Source: an optimization exercise on an open RTL-to-GDS flow (aim: small area). Production flows keep margins and buffers that such runs may drop. RTL that was checked went through simulation tests only; none was proved equivalent to the original. Function not checked in run 1: the RTL went through the layout flow alone. Power and IR drop assume default switching activity.

==> flow/design.v (outline; a module is shown in full before it is edited, if it fits) <==
// module LED_top: 1161 lines
module LED_top (
    input clk,
    input rst,
    input btn1in,
    input btn2in,
    input btn3in,
    output A,
    output B,
    output C,
    output D,
    output R0,
    output G0,
    output B0,
    output R1,
    output G1,
    output B1,
    output OE,
    output LAT,
    output clk_shft
);
  // ...
==> flow/run.sh <==
#!/bin/bash
# synth_recipe.tcl (not shown) runs the flow's synth.tcl, then flattens the netlist and writes it again
# the make line also repeats each setting of config.mk as NAME=value (left out here)
make -C /OpenROAD-flow-scripts/flow DESIGN_CONFIG=/design/flow/config.mk WORK_HOME=/design/flow/orfs CLKGATE_MAP_FILE= SYNTH_SCRIPT=/design/flow/synth_recipe.tcl finish
==> flow/config.mk <==
export PLATFORM = sky130hd
export DESIGN_NAME = LED_top
export DESIGN_NICKNAME = LED_top
export VERILOG_FILES = /design/flow/design.v
export SDC_FILE = /design/flow/constraint.sdc
export NUM_CORES = 4
export LEC_CHECK = 0
export CAP_MARGIN = 20
export CORE_MARGIN = 2
export CORE_UTILIZATION = 40
export CTS_BUF_LIST = sky130_fd_sc_hd__clkbuf_8
export CTS_CLUSTER_DIAMETER = 100
export CTS_CLUSTER_SIZE = 26
export SLEW_MARGIN = 20
==> flow/constraint.sdc <==
create_clock -name core_clock -period 12.0 [get_ports {clk}]
set_input_delay 2.4000 -clock core_clock [delete_from_list [all_inputs] [get_ports {clk}]]
set_output_delay 2.4000 -clock core_clock [all_outputs]
set_load 0.01 [all_outputs]
==> impl_summary.txt, run 1 <==
----------------------------------------------------
[Clock network]
  CTS tree ... done
  TritonCTS Buffers ... 5
  Clock-pin slew of the registers on the worst-case setup and hold paths ... 90 ps

[Critical path]
  Kind of critical path ... reg2out
  Data required time at the worst endpoint ... 9600 ps
  Delay-heaviest family, CP ... flip-flops
  Delay contributed by the slowest stage of the critical path ... 740 ps
  Capturing point of the worst reg2reg path ... w[6]$_DFF_PP0_
  Signal arrival time at the worst endpoint ... 2030 ps

[Placed design]
  Final weighted congestion of routability-driven global placement ... 0.808
  Number of buffer cells added on primary ports ... 17

[Global routing]
  Overall Global Routing Usage ... 0.147

[STA]
  Worst clock skew on the final layout ... 10.3 ps

[Cells and area]
  Number of flip-flops in the largest register ... 7
  Area-dominant cell class after layout ... multi-input combinational cells
  Seq_cells ... 50
  Fill count ... 649

[Floorplanning]
  Tap cells ... 96
  Starting Density ... 0.416

[Power and ir drop]
  Relative contribution of sequential cells to total power ... 0.604

[Synthesis]
  Post-Syn Nets ... 293
  Sequential-to-total area share from yosys stat ... 0.445
  Synth async-reset ratio ... 1.00

[Outcome]
  Run status ... complete, no violations

[Route]
  Amount of wire on met2 after detailed routing ... 2.41 mm
  Detailed-router iteration count before antenna repair ... 5

----------------------------------------------------
==> inputs of run 2 (changes only) <==
--- a/flow/design.v
+++ b/flow/design.v
@@ -32,20 +32,23 @@
     if (rst) begin
         h <= 1'b0;
         k <= 5'd25;
     end else begin
         k <= (tick && kwrap) ? 5'd0 : k + {4'd0, tick};
         h <= h ^ (tick && kwrap);
     end
 reg [6:0] w;
-wire gx = &w;
 always @(posedge clk or posedge rst)
     if (rst) w <= 7'd0;
-    else     w <= w + {6'd0, tick && cnt0 && !gx};
+    else     w <= w + {6'd0, tick && cnt0};
+reg gx;
+always @(posedge clk or posedge rst)
+    if (rst) gx <= 1'b0;
+    else if (tick && cnt0 && (w == 7'd126)) gx <= 1'b1;
 wire ready  = (w == 7'd1) && h && (k <= 5'd6);
 wire md     = (w != 7'd0);
 wire anybtn = btn1in | btn2in | btn3in;
 reg [1:0] d;    
 always @(posedge clk or posedge rst)
     if (rst) d <= 2'd0;
     else if (tick)
         case (d)
@@ -77,32 +80,31 @@
         if (Shift) m5 <= rnd;
         if (ls) begin
             i4 <= m5d; i3 <= i4; i2 <= i3; i1 <= i2; i0 <= i1;
         end
     end
 reg [2:0] tile;
 reg [3:0] cm;
 reg [3:0] rm;
-wire t6     = tile[2] & tile[1];           
-wire t5     = tile[2] & tile[0];
-wire cmwrap = cm[3] & cm[0];               
-wire xmit   = t6 && (cm[2:0] == 3'd7);
+wire t6     = (tile == 3'd6);
+wire cmwrap = t6 ? (cm == 4'd7) : (cm == 4'd9);
+wire xmit   = t6 && (cm == 4'd5);
 always @(posedge clk or posedge rst)
     if (rst) begin
         tile <= 3'd6;
-        cm   <= 4'd8;
+        cm   <= 4'd6;
         rm   <= 4'd15;
     end else begin
-        cm   <= (tick && cmwrap) ? {2'd0, t5, 1'b0} : cm + {3'd0, tick};
+        cm   <= (tick && cmwrap) ? 4'd0 : cm + {3'd0, tick};
         tile <= (tick && cmwrap && t6) ? 3'd0 : tile + {2'd0, tick && cmwrap};
         rm   <= rm + {3'd0, tick && xmit};
     end
 assign {D, C, B, A} = rm;
-assign OE  = !(t6 && cm[3]);
+assign OE  = !(t6 && cm[3:1] == 3'd3);
 assign LAT = xmit;
 reg [1:0] code;
 always @(*)
     if (gx)
         code = 2'd0;
     else
         case (tile)
             3'd0: code = i0;
==> flow/config.mk (replaced) <==
export PLATFORM = sky130hd
export DESIGN_NAME = LED_top
export DESIGN_NICKNAME = LED_top
export VERILOG_FILES = /design/flow/design.v
export SDC_FILE = /design/flow/constraint.sdc
export NUM_CORES = 4
export LEC_CHECK = 0
export CAP_MARGIN = 20
export CORE_MARGIN = 2
export CORE_UTILIZATION = 40
export SLEW_MARGIN = 20
==> impl_summary.txt, run 2 <==
----------------------------------------------------
[Cells and area]
  Number of flip-flops in the largest register ... 7 (unchanged)
  Fraction of the core area covered by cells at the end of the flow ... 0.457 (was 0.464)
  Post-layout nets ... 303 (was 302)
  Top flop regs ... w x7, k x5 (unchanged)
  N_diodes ... 0 (unchanged)
  Register with the most flip-flops ... w (unchanged)
  Highest-count cells in the layout ignoring fill and taps ... sky130_fd_sc_hd__dfrtp_1 (39), sky130_fd_sc_hd__ha_1 (19), sky130_fd_sc_hd__clkdlybuf4s50_1 (17) (was sky130_fd_sc_hd__dfrtp_1 (39), sky130_fd_sc_hd__nor2_1 (20), sky130_fd_sc_hd__ha_1 (19))
  Growth of design area from synthesis to finish ... 12.0% (was 11.5%)
  Fill count ... 669 (was 649)
  Share of final-layout standard cells stronger than drive strength 1 ... 0.182 (was 0.111)
  Most common cell after layout, fill and taps aside ... sky130_fd_sc_hd__dfrtp_1 (unchanged)

[Synthesis]
  Synth Area per Inst ... 11.0 sq um (was 10.6 sq um)
  Parity-gate share of the synthesized area counting xor and xnor cells ... 0.0449 (was 0.0401)
  Top-area cell type share of the netlist area ... 0.333 (was 0.344)
  Synth Instances ... 267 (was 269)
  Most used standard cell by instance count after synthesis ... sky130_fd_sc_hd__dfrtp_1 (unchanged)
  Top cell types by occurrence after synthesis ... sky130_fd_sc_hd__dfrtp_1 (39), sky130_fd_sc_hd__ha_1 (19), sky130_fd_sc_hd__inv_1 (17) (was sky130_fd_sc_hd__dfrtp_1 (39), sky130_fd_sc_hd__nor2_1 (20), sky130_fd_sc_hd__ha_1 (19))
  Flip-flop and latch count after synthesis ... 51 (was 50)
  Leading register cell type out of synthesis ... sky130_fd_sc_hd__dfrtp_1 (unchanged)
  Cell area after synthesis ... 0.00293 sq mm (was 0.00284 sq mm)
  Synth async-reset ratio ... 1.00 (unchanged)
  Sequential-to-total area share from yosys stat ... 0.441 (was 0.445)
  Number of distinct library cell variants in the gate-level netlist after synthesis ... 60 (was 48)
  Simple-Gate Fraction of Synth Area ... 0.173 (was 0.175)
  Complex-gate fraction of the synthesized area ... 0.121 (was 0.110)
  Arithmetic-cell share of the synthesized area counting full adders, half adders and majority gates ... 0.0812 (was 0.0837)
  Combinational family with the most area after synthesis ... simple AND/OR/NAND/NOR gates (unchanged)
  Count of flip-flops with a built-in enable after synthesis ... 0 (unchanged)
  Cells taking the most area after synthesis ... sky130_fd_sc_hd__dfrtp_1 (33%), sky130_fd_sc_hd__dfstp_2 (11%), sky130_fd_sc_hd__ha_1 (8.1%) (was sky130_fd_sc_hd__dfrtp_1 (34%), sky130_fd_sc_hd__dfstp_2 (10%), sky130_fd_sc_hd__ha_1 (8.4%))
  Post-Syn Nets ... 291 (was 293)
  Multiplexer fraction of the synthesized cell area ... 0.0962 (was 0.108)
  Cell taking the most area after synthesis ... sky130_fd_sc_hd__dfrtp_1 (unchanged)
  Synth warn ... 1 (unchanged)

[Floorplanning]
  Overall die area ... 0.00802 sq mm (was 0.00779 sq mm)
  Total number of placement rows ... 31 (was 30)
  Die W ... 89.5 um (was 88.3 um)
  I/O pin total ... 18 (unchanged)
  Placeable Area ... 0.00718 sq mm (was 0.00683 sq mm)
  Die Y ... 89.5 um (was 88.3 um)
  Starting Density ... 0.408 (was 0.416)

[Critical path]
  Nature of the critical path endpoint ... primary output (unchanged)
  Worst Path Max Fanout ... 17 (was 20)
  Capturing point of the worst reg2reg path ... tile[2]$_DFF_PP1_ (was w[6]$_DFF_PP0_)
  Kind of critical path ... reg2out (unchanged)
  Worst reg2reg path startpoint ... p[0]$_DFF_PP0_ (unchanged)
  Data required time at the worst endpoint ... 9600 ps (about the same)
  Worst reg-to-reg setup slack ... 9400 ps (was 9710 ps)
  Depth of the worst register-to-register path ... 8 (unchanged)
  Signal arrival time at the worst endpoint ... 2080 ps (was 2030 ps)
  CP startpoint kind ... flip-flop (unchanged)

[Hold path]
  Worst Hold Endpoint ... p[0]$_DFF_PP0_ (unchanged)
  Worst Hold Class ... reg2reg (unchanged)
  Start point of the worst hold path ... p[0]$_DFF_PP0_ (unchanged)
  Count of cells along the worst hold path ... 1 (unchanged)

[Global routing]
  Overall Global Routing Usage ... 0.142 (was 0.147)
  Number of antenna violations at the first check in global routing ... 0 (unchanged)
  Pin count of the biggest net entering global routing ... 52 (was 51)
  Number of global-route vias before repair ... 1864 (was 1884)
  Wire length of the first global-routing pass ... 8.89 mm (was 9.00 mm)
  Overflow after GRT ... 0 (unchanged)

[STA]
  Total Neg Setup Slack ... 0 ps (unchanged)
  Setup violation total in the final timing report ... 0 (unchanged)
  Final worst path period share ... 0.373 (was 0.369)
  Setup ws final ... 7520 ps (was 7570 ps)
  Worst max-slew margin expressed relative to the limit ... 0.416 (was 0.443)
  Worst clock skew on the final layout ... 8.39 ps (was 10.3 ps)
  Unrepaired setup endpoints after global routing ... false (unchanged)
  Hold Violations, Final ... 0 (unchanged)
  Final critical-path required period ... 4480 ps (was 4430 ps)
  Max-slew violation total from the final report ... 0 (unchanged)
  Achievable frequency ... 0.223 GHz (was 0.226 GHz)
  Slew at the pin closest to its max-slew limit ... 875 ps (was 834 ps)

[Placed design]
  Number of buffer cells added on primary ports ... 17 (unchanged)
  Post-DP HPWL ... 3.59 mm (was 3.62 mm)
  Final weighted congestion of routability-driven global placement ... 0.768 (was 0.808)
  Worst slack, placed ... 7860 ps (was 7910 ps)

[Power and ir drop]
  Leakage ... 0.00147 uW (was 0.00145 uW)
  Switching Share ... 0.204 (was 0.225)
  Power spent charging and discharging nets ... 62.8 uW (was 65.7 uW)
  Fraction of power consumed by the clock network ... 0.400 (was 0.353)
  Worst IR drop on VDD ... 0.0000742 V (was 0.0000532 V)
  Relative contribution of sequential cells to total power ... 0.572 (was 0.604)
  Pwr Density ... 94.1 mW/mm^2 (was 92.3 mW/mm^2)
  Share of total power in combinational logic ... 0.029 (was 0.042)
  Internal power ... 245 uW (was 227 uW)

[Clock network]
  TritonCTS Sinks ... 51 (was 50)
  Number of gates given a new drive strength after cts ... 0 (unchanged)
  Clock Latency Late Sink ... 300 ps (about the same)
  Max Buffers Root-to-Sink ... 2 (unchanged)
  CTS tree ... done (unchanged)
  Total of hold buffers inserted after clock tree synthesis ... 0 (unchanged)
  Clock-pin slew of the registers on the worst-case setup and hold paths ... 90 ps (about the same)
  TritonCTS Buffers ... 5 (unchanged)
  CTS Root Buffer Type ... sky130_fd_sc_hd__clkbuf_8 (unchanged)
  Post-CTS setup repair buffer count ... 0 (unchanged)
  Number of H-tree levels ... 2 (unchanged)

[Route]
  Average vias per placed instance ... 5.19 (was 5.12)
  DR iter-0 viols ... 116 (was 43)
  Final ANT Viol Nets ... 0 (unchanged)
  Remaining DRCs ... 0 (unchanged)
  Detail-routed net length per standard cell ... 13.4 um (about the same)
  Wirelength, routed ... 5.09 mm (was 5.04 mm)
  Detailed-router iteration count before antenna repair ... 4 (was 5)
  Vias ... 1967 (was 1919)

[Job]
  Number of max-cap violations ... 0 (unchanged)

[Outcome]
  Run status ... complete, no violations (unchanged)

----------------------------------------------------
-- run 2: cell types whose count changed after synthesis, sizes merged, moves of 3 or more --
cell,previous run,this run
a21oi,12,9
xor2,5,8
inv,11,17
a211oi,0,3
nand2,10,14
nand3,14,10
clkbuf,10,6
nor3,7,4
nor2b,16,10
nor2,21,15
-- run 2: logic make-up after synthesis --
logic type,count (synthesis)
AOI/OAI and AO/OA,48
xor gates and xnor gates,15
adders and majority gates,19
buffers and inverters,29
DFF,51
muxes,23
and+or+nand+nor,82
-- run 2: worst max-delay path by stage --
stage	from	end
floorplan	rm[2]$_DFF_PP1_	R0
global placement	rm[1]$_DFF_PP1_	B1
detailed placement	rm[1]$_DFF_PP1_	B1
CTS	rm[1]$_DFF_PP1_	B1
global route	rm[1]$_DFF_PP1_	B1
finish	rm[1]$_DFF_PP1_	B1
-- run 2: power groups by stage --
stage               Clock [uW]  Sequential, uW  Combinational [uW]
floorplan                    0             179                6.50
global placement             0             179                9.11
detailed placement           0             179                9.30
CTS                        128             176                9.26
global route               134             177                10.3
finish                     123             176                8.88
-- run 2: through the flow --
step | power (uW) | hold slack, ps | cells | instance area, sq um
3_5_place_dp | 189 | 426 | 371 | 3160
4_1_cts | 314 | 440 | 379 | 3280
3_3_place_gp | 189 | 420 | 371 | 3160
6_report | 308 | 440 | 379 | 3280
5_1_grt | 321 | 452 | 379 | 3280
2_1_floorplan | 185 | 401 | 267 | 2930
-- run 2: area by class of cell --
class	instances	area, sq um	share of cell area
multi-input combinational	187	1510	0.460
sequential	51	1290	0.394
inverter	17	65.1	0.0199
clock inverter	2	35.0	0.0107
clock buffer	6	82.6	0.0252
tap	99	124	0.0378
timing repair buffer	17	170	0.0519
-- run 2: layer usage --
layer | part of all wire | track usage | up-vias
met1 | 0.51 | 0.202 | 935
li1 | - | - | 988
met4 | 0.021 | 0.0529 | 0
met5 | 0 | 0 | -
met3 | 0.031 | 0.0295 | 11
met2 | 0.44 | 0.213 | 33
-- run 2: critical path: stages, from the launching register on --
cell	delay, ps
sky130_fd_sc_hd__dfstp_2	720
sky130_fd_sc_hd__inv_1	120
sky130_fd_sc_hd__a21oi_1	160
sky130_fd_sc_hd__o21a_1	140
sky130_fd_sc_hd__and2_1	120
sky130_fd_sc_hd__clkdlybuf4s50_1	520

[separate check: timing with driven ports]
The results above use ideal ports. As a check the final layouts listed here were re-extracted and re-timed, cells and wires unchanged.
Step 1 (the two cells are an assumption about what drives the block):
set clk [get_ports {clk}]
set_driving_cell -lib_cell sky130_fd_sc_hd__clkbuf_16 $clk
set_driving_cell -lib_cell sky130_fd_sc_hd__buf_2 [delete_from_list [all_inputs] $clk]
Step 2 moves the port delays by t, midway between the first and last clock arrival at a register: inputs arrive t later, outputs are due t later. That takes back most of the time a late clock gives input paths.
Slacks: ideal ports / drivers / drivers and shift; pairs: ideal ports / drivers.
| run | shift t [ns] | slack for setup (ns) | worst setup path after step 2 | clock arrival spread, ns | cell pins on the clock port's net |
|---|---|---|---|---|---|
| run 1 | 0.326 | 7.566 / 7.539 / 7.864 | register to output | 0.011 / 0.011 | 1 |
| run 2 | 0.324 | 7.519 / 7.493 / 7.816 | register to output | 0.008 / 0.009 | 1 |
After both steps every run listed still meets setup and hold.
